Background: an optimization exercise with open tools, aiming at small area. Do not read the settings as production practice. Only simulation tests tie the RTL to the original design; equivalence was not proved. The flow treats the clock pin as an ideal source. Dropping or thinning the clock tree relies on that and would not hold on a real chip. Power figures rest on the tool's default switching activity, not on a simulated workload.

// Simon
module Simon(
    output [3:0]    an,
    output [6:0]    seg,
    output [15:0]   led,
    input  [3:0]    sw,
    input           clk,
    input           btnR,      
    input           btnL,      
    input           btnC       
    );
For scale: ~310 cells after synthesis, ~54 flip-flops, ~35 I/O pins.
clock: 10.0 ns
lec_check: 0
cap_margin: 20
core_margin: 2
core_utilization: 78
slew_margin: 20
standard.sh (not shown) runs the stock make flow with config.mk's settings and CLKGATE_MAP_FILE= SYNTH_SCRIPT=/design/flow/synth_recipe.tcl, a recipe that flattens the netlist after the stock synthesis.
==> flow/flow/run.sh <==
#!/bin/bash
# Own layout flow: the standard layout (standard.sh) with three changes:
#  1. synthesis maps the logic with an area-oriented ABC script (flow/abc.script)
#     instead of ORFS's speed script, and leaves adders to ABC too
#     (ADDER_MAP_FILE empty, so no half/full adder cells are extracted
#     first); everything else in the synthesis (synth_recipe.tcl, ORFS
#     synth.tcl) is unchanged, so registers keep their
#     names and cell types;
#  2. ports are buffered with sky130_fd_sc_hd__buf_1;
#  3. clock tree synthesis inserts no dummy loads, or, when flow/one_clk_buf
#     names a buffer cell, flow/cts_hook.tcl replaces the clock tree with
#     a few such buffers (flow/one_clk_n of them, default 2), each driving
#     the clock pins of one cluster of registers.
# Each tool's output goes to a log file of its own in this folder.
set -euo pipefail
W=$(pwd)
F=$W/flow

sed 's#log_cmd abc {\*}$abc_args#log_cmd abc -script '"$F"'/abc.script {*}$lib_args {*}$lib_dont_use_args#' \
    "$FLOW_HOME/scripts/synth.tcl" > "$W/area_synth.tcl"
grep -q "$F/abc.script" "$W/area_synth.tcl"
sed "s#source \$::env(SCRIPTS_DIR)/synth.tcl#source $W/area_synth.tcl#" \
    "$W/synth_recipe.tcl" > "$W/area_synth_recipe.tcl"
grep -q "source $W/area_synth.tcl" "$W/area_synth_recipe.tcl"

sed -E "s#SYNTH_SCRIPT=[^ ']*synth_recipe.tcl#SYNTH_SCRIPT=$W/area_synth_recipe.tcl ADDER_MAP_FILE=#" \
    "$W/standard.sh" > "$W/area_standard.sh"
grep -q "SYNTH_SCRIPT=$W/area_synth_recipe.tcl" "$W/area_standard.sh"

export BUFFER_PORTS_ARGS="-buffer_cell sky130_fd_sc_hd__buf_1"
CTS="-sink_clustering_enable -repair_clock_nets -dont_use_dummy_load"
if [[ -f "$F/cts_args" ]]; then CTS="$CTS $(cat "$F/cts_args")"; fi
export CTS_ARGS="$CTS"
if [[ -f "$F/one_clk_buf" ]]; then
  export PRE_CTS_TCL="$F/cts_hook.tcl"
  export ONE_CLK_NET=clk
  export ONE_CLK_BUF="$(cat "$F/one_clk_buf")"
  export ONE_CLK_N=2
  if [[ -f "$F/one_clk_n" ]]; then ONE_CLK_N="$(cat "$F/one_clk_n")"; fi
fi

bash "$W/area_standard.sh" > "$W/flow_make.log" 2>&1 || { tail -50 "$W/flow_make.log"; exit 1; }
tail -5 "$W/flow_make.log"
# copy each ORFS step log beside this script's log
mkdir -p "$W/flow_logs"
cp -r "$W"/orfs/logs/* "$W/flow_logs/" 2>/dev/null || true
test -f "$W/out/final.def"
==> flow/flow/one_clk_buf <==
sky130_fd_sc_hd__clkbuf_8
==> flow/flow/one_clk_n <==
3
Other scripts of this flow, unchanged in this note and not shown: flow/flow/abc.script, flow/flow/cts_hook.tcl
The baseline died in 3_3_place_gp.
Then changed:
==> flow/flow/one_clk_buf (replaced) <==
sky130_fd_sc_hd__clkbuf_16
==> flow/flow/one_clk_n (replaced) <==
2
CORE_UTILIZATION = 70   (was 78)
After rerunning: The new run completed with no timing, DRC or antenna violations; area after synthesis is unchanged; synthesized cell count is unchanged.
In the second run of this note the design's own scripts or RTL, not TritonCTS, make the clock network.

========
Simon, a different RTL version from the one above (not shown whole).
Size: roughly 330 cells after synthesis, roughly 54 flip-flops, ~35 I/O pins, about 3100 µm² of cells after synthesis.
export LEC_CHECK = 0
export CAP_MARGIN = 20
export CORE_MARGIN = 2
export CORE_UTILIZATION = 40
export SLEW_MARGIN = 20
create_clock -name core_clock -period 10.0 [get_ports {clk}]
run.sh (not shown) runs the stock make flow with config.mk's settings and CLKGATE_MAP_FILE= SYNTH_SCRIPT=/design/flow/synth_recipe.tcl, a recipe that flattens the netlist after the stock synthesis.
Stock flow here: none of the scripts above is used.
The first run completed with no timing, DRC or antenna violations.
==> next run, changes <==
==> flow/flow/run.sh (new file) <==
#!/bin/bash
# Own layout flow: the standard layout (standard.sh) with three changes:
#  1. synthesis maps the logic with an area-oriented ABC script (flow/abc.script)
#     instead of ORFS's speed script; everything else in the synthesis
#     (synth_recipe.tcl, ORFS synth.tcl) is unchanged, so registers keep their
#     names and cell types;
#  2. ports are buffered with sky130_fd_sc_hd__buf_1;
#  3. clock tree synthesis inserts no dummy loads.
# Each tool's output goes to a log file of its own in this folder.
set -euo pipefail
W=$(pwd)
F=$W/flow

sed 's#log_cmd abc {\*}$abc_args#log_cmd abc -script '"$F"'/abc.script {*}$lib_args {*}$lib_dont_use_args#' \
    "$FLOW_HOME/scripts/synth.tcl" > "$W/area_synth.tcl"
grep -q "$F/abc.script" "$W/area_synth.tcl"
sed "s#source \$::env(SCRIPTS_DIR)/synth.tcl#source $W/area_synth.tcl#" \
    "$W/synth_recipe.tcl" > "$W/area_synth_recipe.tcl"
grep -q "source $W/area_synth.tcl" "$W/area_synth_recipe.tcl"

sed -E "s#SYNTH_SCRIPT=[^ ']*synth_recipe.tcl#SYNTH_SCRIPT=$W/area_synth_recipe.tcl#" \
    "$W/standard.sh" > "$W/area_standard.sh"
grep -q "SYNTH_SCRIPT=$W/area_synth_recipe.tcl" "$W/area_standard.sh"

export BUFFER_PORTS_ARGS="-buffer_cell sky130_fd_sc_hd__buf_1"
CTS="-sink_clustering_enable -repair_clock_nets -dont_use_dummy_load"
if [[ -f "$F/cts_args" ]]; then CTS="$CTS $(cat "$F/cts_args")"; fi
export CTS_ARGS="$CTS"

bash "$W/area_standard.sh" > "$W/flow_make.log" 2>&1 || { tail -50 "$W/flow_make.log"; exit 1; }
tail -5 "$W/flow_make.log"
# copy each ORFS step log beside this script's log
mkdir -p "$W/flow_logs"
cp -r "$W"/orfs/logs/* "$W/flow_logs/" 2>/dev/null || true
test -f "$W/out/final.def"
==> flow/flow/abc.script (new file) <==
strash
dch
map -a
strash
dch
map -a
strash
dch
map -a
topo
==> flow/standard.sh (new file) <==
#!/bin/bash
# synth_recipe.tcl (not shown) runs the flow's synth.tcl, then flattens the netlist and writes it again
# the make line also repeats each setting of config.mk as NAME=value (left out here)
make -C /OpenROAD-flow-scripts/flow DESIGN_CONFIG=/design/flow/config.mk WORK_HOME=/design/flow/orfs CLKGATE_MAP_FILE= SYNTH_SCRIPT=/design/flow/synth_recipe.tcl "${@:-finish}"
removed: flow/run.sh
After rerunning: The new run finished clean; setup slack improves by 0.85 ns; clock power came out lower by 19%; power went up by 28%; combinational power rose to 4.3 times its value; critical path depth grows by 1; core utilization shrinks by 1.3 points; hold slack loses 0.045 ns; sequential share of layout area went up by 6.9 points; die area went down by 15%.

afterwards: timing with drivers on the ports:
In the flow no input, the clock included, has a driving cell. The finished layouts below were timed again as built, in two steps. Step 1 assumes that a clkbuf_16 drives the clock port and a buf_2 every other input. Step 2 moves the port delays by t, midway between the first and last clock arrival at a register: inputs arrive t later, outputs are due t later. That takes back most of the time a late clock gives input paths. a / b / c = ideal / step 1 / step 2; a / b = the first two.
| run | t (ns) | slack for setup (ns) | worst setup path after step 2 | latest minus earliest clock arrival (ns) | worst data-port slew with drivers (ns) |
|---|---|---|---|---|---|
| the second run of note 1 | 0.205 | 5.039 / 4.992 / 5.196 | register to output | 0.008 / 0.007 | 0.04 |
| the first run of note 2 | 0.343 | 4.632 / 4.605 / 4.605 | input to output | 0.013 / 0.013 | 0.03 |
| the second run of note 2 | 0.317 | 5.484 / 5.456 / 5.456 | input to output | 0.025 / 0.025 | 0.03 |
After both steps setup and hold are still met in every run listed. The setup slack of the second run of note 2, which loses most, moves by -0.028 ns with the drivers and by -0.028 ns with both steps.
